This is an optimization exercise on Yosys and OpenROAD, whose aim is small area, a short achievable clock period and few clock cycles, not a production implementation. RTL that was checked went through simulation tests only; none was proved equivalent to the original. Power is estimated from default activity; no workload was simulated.

==> build 45: inputs <==
==> flow/design.v (excerpt) <==
module LASER (
    input CLK,
    input RST,
    input [3:0] X,
    input [3:0] Y,
    output reg [3:0] C1X,
    output reg [3:0] C1Y,
    output reg [3:0] C2X,
    output reg [3:0] C2Y,
    output reg DONE);
  integer i, s;
  reg       inph;         
  reg [5:0] incnt;
  reg       fmode;        
  reg [2:0] fpass;
  reg [4:0] fk;           
  reg       smode;        
  reg [2:0] spass;
  reg [3:0] scx, scy;
  reg [4:0] ssub;
  reg [5:0] sacc;
  reg [5:0] best;
  reg [7:0] pa [0:19];
  reg [7:0] pb [0:19];
  reg [4:0] hix;
  always @(posedge CLK) begin
    for (i = 1; i < 20; i = i + 1) begin
      pa[i] <= pa[i-1];
      pb[i] <= pb[i-1];
    end
    pa[0] <= (inph && incnt < 6'd20) ? {X, Y} : pa[19];
    pb[0] <= (inph && incnt >= 6'd20) ? {X, Y} : pb[19];
    hix <= (inph || hix == 5'd19) ? 5'd0 : hix + 5'd1;
  end
  reg [15:0] bm [0:15];
  reg [3:0]  ro;
  wire [3:0] setpos = Y - ro + 4'd1;
  wire       bclr = inph && incnt == 6'd0;
  always @(posedge CLK) begin
    ro <= ro - 4'd1;
    for (i = 0; i < 16; i = i + 1)
  ...
==> flow/config.mk <==
export PLATFORM = sky130hd
export DESIGN_NAME = LASER
export DESIGN_NICKNAME = LASER
export VERILOG_FILES = /design/flow/design.v
export SDC_FILE = /design/flow/constraint.sdc
export NUM_CORES = 4
export LEC_CHECK = 0
export ABC_CLOCK_PERIOD_IN_PS = 4000
export CAP_MARGIN = 20
export CORE_MARGIN = 2
export CORE_UTILIZATION = 40
export SETUP_SLACK_MARGIN = 2.0
export SLEW_MARGIN = 20
==> flow/constraint.sdc <==
create_clock -name core_clock -period 6.5 [get_ports {CLK}]
set_input_delay 1.3000 -clock core_clock [delete_from_list [all_inputs] [get_ports {CLK}]]
set_output_delay 1.3000 -clock core_clock [all_outputs]
set_load 0.01 [all_outputs]
run.sh (not shown) runs the stock make flow with config.mk's settings and CLKGATE_MAP_FILE= SYNTH_SCRIPT=/design/flow/synth_recipe.tcl, a recipe that flattens the netlist after the stock synthesis.
==> trial 89 (differences from build 45) <==
--- a/flow/design.v
+++ b/flow/design.v
@@ -1324,12 +1324,13 @@
   wire evalid = fmode && fk != 5'd0 && fk <= 5'd16;     
   reg [5:0] nR [0:15];
   reg       v2, vR, kR, vM, k2;
   reg [3:0] ry2, ryR, ryM, rxM;
   reg [5:0] rmM;
   reg [5:0] acc;         
+  reg [4:0] cpcR;
   always @(posedge CLK) begin
     nR[0] <= cnt0;
     nR[1] <= cnt1;
     nR[2] <= cnt2;
     nR[3] <= cnt3;
     nR[4] <= cnt4;
@@ -1346,26 +1347,36 @@
     nR[15] <= cnt15;
     ry2 <= cy;
     k2 <= pfen && cy == 4'd15;
     ryR <= ry2;
     kR <= k2;
   end
-  reg [15:0] am [0:6];
-  reg [5:0]  m4v;
-  reg [3:0]  m4i;
-  reg [15:0] tb;
+  function automatic [5:0] sel4(input [5:0] a, input [5:0] b, input [5:0] c,
+                                input [5:0] d, input va, input vb, input vc, input vd);
+    reg pd, pc, pb;
+    begin
+      pd = vd && (!vc || d >= c) && (!vb || d >= b) && (!va || d >= a);
+      pc = !pd && vc && (!vb || c >= b) && (!va || c >= a);
+      pb = !pd && !pc && vb && (!va || b >= a);
+      sel4 = {pd, pc, pb, 3'b000};
+    end
+  endfunction
+  reg [5:0] gv [0:3];
+  reg [3:0] gi [0:3];
+  reg [5:0] ps;
+  reg [5:0] m4v;
+  reg [3:0] m4i;
   always @(*) begin
-    am[6] = {!kR, 15'h7fff};
-    for (s = 5; s >= 0; s = s - 1) begin
-      for (i = 0; i < 16; i = i + 1) tb[i] = am[s+1][i] & nR[i][s];
-      m4v[s] = |tb;
-      am[s] = m4v[s] ? tb : am[s+1];
+    for (i = 0; i < 4; i = i + 1) begin
+      ps = sel4(nR[4*i], nR[4*i+1], nR[4*i+2], nR[4*i+3], 1'b1, 1'b1, 1'b1, !(i == 3 && kR));
+      gv[i] = ps[5] ? nR[4*i+3] : ps[4] ? nR[4*i+2] : ps[3] ? nR[4*i+1] : nR[4*i];
+      gi[i] = 4*i + (ps[5] ? 3 : ps[4] ? 2 : ps[3] ? 1 : 0);
     end
-    m4i = 4'd0;
-    for (i = 0; i < 16; i = i + 1)
-      if (am[0][i]) m4i = i;
+    ps = sel4(gv[0], gv[1], gv[2], gv[3], 1'b1, 1'b1, 1'b1, 1'b1);
+    m4v = ps[5] ? gv[3] : ps[4] ? gv[2] : ps[3] ? gv[1] : gv[0];
+    m4i = ps[5] ? gi[3] : ps[4] ? gi[2] : ps[3] ? gi[1] : gi[0];
   end
   always @(posedge CLK) begin
     rmM <= m4v;
     rxM <= m4i;
     ryM <= ryR;
   end
@@ -1465,14 +1476,15 @@
         ssub <= 5'd0;
         spass <= 3'd0;
         scx <= 4'd0;
         scy <= 4'd0;
       end
     end
-    if (evalid)
-      acc <= (fk == 5'd1 ? 6'd0 : acc) + {1'b0, cpc};
+    cpcR <= cpc;
+    if (v2)
+      acc <= (fk == 5'd2 ? 6'd0 : acc) + {1'b0, cpcR};
     if (fk == 5'd0)
       found <= 1'b0;
     else if (tupd) begin
       found <= 1'b1;
       maxE <= rmM;
       bx <= rxM;
==> flow/config.mk (replaced) <==
export PLATFORM = sky130hd
export DESIGN_NAME = LASER
export DESIGN_NICKNAME = LASER
export VERILOG_FILES = /design/flow/design.v
export SDC_FILE = /design/flow/constraint.sdc
export NUM_CORES = 4
export LEC_CHECK = 0
export ABC_CLOCK_PERIOD_IN_PS = 3500
export CAP_MARGIN = 20
export CORE_MARGIN = 2
export CORE_UTILIZATION = 40
export SETUP_SLACK_MARGIN = 2.5
export SLEW_MARGIN = 20
==> comparison <==
Between trial 89 and build 45, the lower combinational power is in build 45 (gap about 8%, measured against build 45). In build 45 the cell count is smaller than in trial 89, by 9.1%. Clock-buffer cell count: trial 89 is higher than build 45 (2). Against build 45, the die area of trial 89 is higher by about 7.5%. In build 45 the setup slack is worse than in trial 89, by 1100 ps.
==> figures <==
Result of the run: trial 89 no timing/DRC/antenna violations; build 45 no timing/DRC/antenna violations
Buffers excl. clock: trial 89 217; build 45 144
Number of standard cells in the final layout excluding fillers: trial 89 6,513; build 45 5,921
Sequential area share after synthesis: trial 89 0.444; build 45 0.475
Comb pwr: trial 89 0.767 mW; build 45 0.710 mW
Worst-path cell with the longest stage delay: trial 89 sky130_fd_sc_hd__edfxtp_1; build 45 sky130_fd_sc_hd__or4_4
Worst Hold Path EP: trial 89 pa[8][6]; build 45 pa[7][7]
Worst-case setup slack after placement: trial 89 1340 ps; build 45 461 ps
Fraction of area in registers: trial 89 0.380; build 45 0.412
P_int: trial 89 11.2 mW; build 45 11.0 mW
Clock period minus final worst setup slack: trial 89 4340 ps; build 45 5440 ps
No functional check of the RTL was part of any run of this note.

* * *

==> run a <==
Another version of the RTL of LASER (not shown whole).
make LEC_CHECK=0 CAP_MARGIN=20 CORE_MARGIN=2 CORE_UTILIZATION=40 CTS_BUF_LIST='sky130_fd_sc_hd__clkbuf_4 sky130_fd_sc_hd__clkbuf_8' SETUP_SLACK_MARGIN=3.0 SLEW_MARGIN=20 finish   # period 6.5 ns
==> run b (differences from run a) <==
CTS_BUF_LIST = not set   (was sky130_fd_sc_hd__clkbuf_4 sky130_fd_sc_hd__clkbuf_8)
SETUP_SLACK_MARGIN = 4.0   (was 3.0)
==> run c (differences from run a) <==
CTS_BUF_LIST = not set   (was sky130_fd_sc_hd__clkbuf_4 sky130_fd_sc_hd__clkbuf_8)
SETUP_SLACK_MARGIN = 2.0   (was 3.0)
==> run d (differences from run a) <==
CTS_BUF_LIST = not set   (was sky130_fd_sc_hd__clkbuf_4 sky130_fd_sc_hd__clkbuf_8)
==> results list <==
* Synth-to-layout area growth: 11.38%
- The number of buffers and inverters on the critical path is 4.
* Number of buffers created by CTS: 115
- Status: no timing/DRC/antenna violations
- The multi-input combinational cells in the finished layout cover a total of about 0.027 mm^2.
* Met2 Use GR: ~32%
- In the final layout, flip-flops and latches occupy 0.02336 mm^2.
- For this run, global-route usage on met3 was measured as 3.382%.
- Cell-by-cell trace of the critical path: buf_4, clkinv_1, ha_1, nor2b_1, inv_1, nand2_1, inv_1, ha_1, a211oi_1, o21bai_1, a21oi_1, xnor2_1, a21oi_1, a311o_1, a21oi_1
- Counting buffers and inverters, the worst setup path is 15 cells deep.
(the above is from run c)
==> results list <==
- The finished layout holds 6739 standard cells, fillers aside.
* Number of buffers created by CTS: roughly 120
- The number of buffers and inverters on the critical path is 2.
* GRT met3 Usage: 3.875%
- The critical path goes through fa_1, fa_1, inv_2, fa_1, inv_1, fa_1, ha_2, fa_2, fa_2.
* Multi-input logic area: 0.02700 mm^2
* Status: no timing/DRC/antenna violations
* Register area: 0.02351 mm^2
- Power density normalized to cell area: 239.4 mW/mm^2
- The critical path runs through a total of 9 cells.
* Async set-reset flop share out of synthesis: 0%
* Highest-utilization routing layer at the global route stage: met2
* Commonest cells after routing, fill and taps aside: dfxtp_1, inv_1, ha_1
- Global routing used 32.33% of the available met2 tracks.
- Relative to the synthesized area, the layout overhead comes to 11.99%.
- Final Skew: 0.07613 ns
- Cts repair resizes: 130
(the above is from run d)
==> results list <==
* Multi-input logic area: ~0.027 mm^2
- Worst IR drop on VDD: about 0.22 mV
* GRT met3 Usage: 4.424%
* Status: no timing/DRC/antenna violations
- Stages on the worst setup path: 9
- Summing the areas of all and, or, nand and nor instances in the mapped netlist gives 8.281% of the synthesized area.
- Once placement completed, the tool counted placed cells totaling 6498.
* Number of buffer and inverter stages on the critical path: 2
* Register area: 0.02352 mm^2
* Met2 Use GR: 32.22%
- Detailed route wirelength on metal3: just under 10 mm
- The critical path goes through fa_1, fa_1, inv_2, fa_1, inv_1, fa_1, ha_2, fa_2, fa_2.
* Number of buffers added to fix hold violations after cts: 0
- The slowest stage of the critical path is the fa_2 cell.
- TritonCTS created 184 clock buffers.
- Synth-to-layout area growth: 12.49%
- The repair_antennas step left the layout with diodes totalling 3.
(the above is from run a)
==> results list <==
- Status: no timing/DRC/antenna violations
* Number of buffers created by CTS: 111
- Counting both buffers and inverters, the worst setup path holds a total of 2.
* Stages on the worst setup path: 9
- GRT met3 Usage: 3.515%
- Relative to the synthesized area, the layout overhead comes to 22.65%.
- In the final layout, the multi-input gates occupy 0.02994 mm^2.
- Clock tree buffer count of the final layout: around 150
* Cell-by-cell trace of the critical path: fa_1, fa_1, inv_2, fa_1, inv_1, fa_1, ha_4, fa_2, fa_2
* Register area: 0.02374 mm^2
- In this run, power in flip-flops and latches comes to between 7 and 8 mW.
(the above is from run b)
Testbench counts of run a, summed over its fixed seeds: cycles 16,565.
Testbench counts of run b, summed over its fixed seeds: cycles 16,565.
Testbench counts of run c, summed over its fixed seeds: cycles 16,565.
Testbench counts of run d, summed over its fixed seeds: cycles 16,565.

* * *

==> branch yarrow: inputs <==
Another version of the RTL of LASER (not shown whole).
Design LASER, start of the top module:
module LASER (
    input CLK,
    input RST,
    input [3:0] X,
    input [3:0] Y,
    output reg [3:0] C1X,
    output reg [3:0] C1Y,
    output reg [3:0] C2X,
    output reg [3:0] C2Y,
    output reg DONE);
  integer i, s;
  reg       inph;         
  reg [5:0] incnt;
  reg       fmode;        
  reg [2:0] fpass;
  reg [4:0] fk;           
  reg       smode;        
  reg [2:0] spass;
  reg [3:0] scx, scy;
  reg [4:0] ssub;
  reg [5:0] sacc;
  reg [5:0] best;
  reg [7:0] pa [0:19];
  reg [7:0] pb [0:19];
  reg [4:0] hix;
  always @(posedge CLK) begin
    for (i = 1; i < 20; i = i + 1) begin
      pa[i] <= pa[i-1];
      pb[i] <= pb[i-1];
    end
    pa[0] <= (inph && incnt < 6'd20) ? {X, Y} : pa[19];
    pb[0] <= (inph && incnt >= 6'd20) ? {X, Y} : pb[19];
    hix <= (inph || hix == 5'd19) ? 5'd0 : hix + 5'd1;
  end
  reg [15:0] bm [0:15];
  reg [3:0]  ro;
  wire [3:0] setpos = Y - ro + 4'd1;
  wire       bclr = inph && incnt == 6'd0;
  always @(posedge CLK) begin
    ro <= ro - 4'd1;
    for (i = 0; i < 16; i = i + 1)
      bm[i] <= (bm[(i + 15) % 16] & {16{!bclr}}) |
               ((inph && setpos == i) ? (16'd1 << X) : 16'd0);
  end
  function automatic [16:0] therm(input [3:0] q);
    therm[0]  = 1'b1;
    therm[1]  = q[3] | q[2] | q[1] | q[0];
    therm[2]  = q[3] | q[2] | q[1];
    therm[3]  = q[3] | q[2] | (q[1] & q[0]);
    therm[4]  = q[3] | q[2];
    therm[5]  = q[3] | (q[2] & (q[1] | q[0]));
    therm[6]  = q[3] | (q[2] & q[1]);
    therm[7]  = q[3] | (q[2] & q[1] & q[0]);
    therm[8]  = q[3];
    therm[9]  = q[3] & (q[2] | q[1] | q[0]);
    therm[10] = q[3] & (q[2] | q[1]);
    therm[11] = q[3] & (q[2] | (q[1] & q[0]));
    therm[12] = q[3] & q[2];
  ...
clock: 6.5 ns
lec_check: 0
cap_margin: 20
core_margin: 2
core_utilization: 40
setup_slack_margin: 3.0
slew_margin: 20
==> branch juniper (differences from branch yarrow) <==
--- a/flow/design.v
+++ b/flow/design.v
@@ -27,13 +27,13 @@
     for (i = 1; i < 20; i = i + 1) begin
       pa[i] <= pa[i-1];
       pb[i] <= pb[i-1];
     end
     pa[0] <= (inph && incnt < 6'd20) ? {X, Y} : pa[19];
     pb[0] <= (inph && incnt >= 6'd20) ? {X, Y} : pb[19];
-    hix <= (inph || hix == 5'd19) ? 5'd0 : hix + 5'd1;
+    hix <= (inph || hix == 5'd19) ? (inph ? 5'd19 : 5'd0) : hix + 5'd1;
   end
   reg [15:0] bm [0:15];
   reg [3:0]  ro;
   wire [3:0] setpos = Y - ro + 4'd1;
   wire       bclr = inph && incnt == 6'd0;
   always @(posedge CLK) begin
@@ -1499,13 +1499,13 @@
             DONE <= 1'b1;
           end
         end else begin
           fk <= fk + 5'd1;
         end
       end else begin
-        fk <= 5'd0;
+        fk <= (inph && incnt == 6'd39) ? 5'd1 : 5'd0;
         fpass <= 3'd0;
       end
       if (goslow) smode <= 1'b1;
       sgap <= 1'b0;
       if (tfin) DONE <= 1'b1;
       if (stest) begin
@@ -1525,13 +1525,13 @@
         scy <= 4'd0;
       end
     end
     cpcR <= cpc;
     if (v2)
       acc <= (fk == 5'd2 ? 6'd0 : acc) + {1'b0, cpcR};
-    if (fk == 5'd0)
+    if (fk == 5'd0 || !fmode)
       found <= 1'b0;
     else if (tupd) begin
       found <= 1'b1;
       maxE <= rmM;
       bx <= rxM;
       by <= ryM;
- CORE_UTILIZATION: 40 -> 60
==> branch ember (differences from branch yarrow) <==
--- a/flow/design.v
+++ b/flow/design.v
@@ -27,13 +27,13 @@
     for (i = 1; i < 20; i = i + 1) begin
       pa[i] <= pa[i-1];
       pb[i] <= pb[i-1];
     end
     pa[0] <= (inph && incnt < 6'd20) ? {X, Y} : pa[19];
     pb[0] <= (inph && incnt >= 6'd20) ? {X, Y} : pb[19];
-    hix <= (inph || hix == 5'd19) ? 5'd0 : hix + 5'd1;
+    hix <= (inph || hix == 5'd19) ? (inph ? 5'd19 : 5'd0) : hix + 5'd1;
   end
   reg [15:0] bm [0:15];
   reg [3:0]  ro;
   wire [3:0] setpos = Y - ro + 4'd1;
   wire       bclr = inph && incnt == 6'd0;
   always @(posedge CLK) begin
@@ -1499,13 +1499,13 @@
             DONE <= 1'b1;
           end
         end else begin
           fk <= fk + 5'd1;
         end
       end else begin
-        fk <= 5'd0;
+        fk <= (inph && incnt == 6'd39) ? 5'd1 : 5'd0;
         fpass <= 3'd0;
       end
       if (goslow) smode <= 1'b1;
       sgap <= 1'b0;
       if (tfin) DONE <= 1'b1;
       if (stest) begin
@@ -1525,13 +1525,13 @@
         scy <= 4'd0;
       end
     end
     cpcR <= cpc;
     if (v2)
       acc <= (fk == 5'd2 ? 6'd0 : acc) + {1'b0, cpcR};
-    if (fk == 5'd0)
+    if (fk == 5'd0 || !fmode)
       found <= 1'b0;
     else if (tupd) begin
       found <= 1'b1;
       maxE <= rmM;
       bx <= rxM;
       by <= ryM;
==> comparison table <==
| metric | branch juniper | branch yarrow | branch ember |
|---|---|---|---|
| Number of non-filler instances in the completed layout | 6,071 | 6,640 | 6,690 |
| Result of the run | finished clean | finished clean | finished clean |
| Total number of cells along the worst setup path | 19 | 13 | 18 |
| Vias in the first global route | 34.6k | 35.0k | 34.8k |
| Crit share post-route | 0.672 | 0.608 | 0.668 |
| Area taken by multi-input logic gates | 26,400 um^2 | 26,500 um^2 | 26,500 um^2 |
| Worst-case register-to-register setup slack | 2130 ps | 2550 ps | 2160 ps |
| Maximum number of pins on one net before global-route repair | 166 | 257 | 257 |
| Via density per instance | 5.82 | 5.25 | 5.19 |
| Largest vdd supply drop | 0.338 mV | 0.249 mV | 0.314 mV |
| Switching part of the total | 0.225 | 0.227 | 0.222 |
| Mux cell area share after synthesis | 0.0378 | 0.0301 | 0.0378 |
| Multi-input gate share of total cell area | 0.447 | 0.441 | 0.435 |
| Post_cts resized | 292 | 359 | 321 |
| Crit path required time | 7080 ps | 7140 ps | 7090 ps |
| Clock network fraction of design power | 0.458 | 0.473 | 0.476 |
| Non-clock inverter count in the final layout | 642 | 651 | 642 |
| Initial DRT Pass Iterations | 13 | 14 | 12 |
| Highest Clock Rate | 229 MHz | 253 MHz | 230 MHz |
| Comb. pwr | 0.000480 W | 0.000607 W | 0.000491 W |
| Die area | 86,100 um^2 | 129,000 um^2 | 129,000 um^2 |
| Met2 track utilization from global routing | 0.487 | 0.349 | 0.352 |
| Iteration-0 DRC count of the detailed router | 3,914 | 3,760 | 2,996 |
| Post-Synthesis Cell Area | 50,300 um^2 | 50,400 um^2 | 50,300 um^2 |
| Gp weighted congestion | 0.976 | 0.977 | 0.967 |
Testbench counts of branch juniper, summed over its fixed seeds: cycles 16,565.
Testbench counts of branch ember, summed over its fixed seeds: cycles 16,565.
Function not checked in branch yarrow: the RTL went through the layout flow alone.

## separate check: timing with driven ports
The results above use ideal ports. As a check the final layouts listed here were re-extracted and re-timed, cells and wires unchanged. Step 1: set_driving_cell puts a clkbuf_16 on CLK and a buf_2 on each other input, an assumption about the parent block. Step 2 moves the port delays by t, midway between the first and last clock arrival at a register: inputs arrive t later, outputs are due t later. That takes back most of the time a late clock gives input paths. Slacks: ideal / step 1 / step 2; pairs: ideal / step 1.
run	t, ns	slack for setup (ns)	worst setup path after step 2
build 45	0.792	1.059 / 1.059 / 1.059	register to register
trial 89	0.762	2.164 / 2.164 / 2.043	input to register
run a	0.953	2.950 / 2.950 / 2.054	input to register
run b	0.788	2.971 / 2.971 / 2.768	input to register
run c	0.806	2.496 / 2.496 / 1.852	input to register
run d	0.801	2.977 / 2.977 / 2.408	input to register
branch yarrow	0.794	2.546 / 2.546 / 2.285	input to register
branch juniper	0.745	2.131 / 2.131 / 2.131	register to register
branch ember	0.761	2.159 / 2.159 / 2.159	register to register
After both steps every run listed still meets setup and hold. The setup slack of run a, which loses most, moves by 0.000 ns with the drivers and by -0.896 ns with both steps.
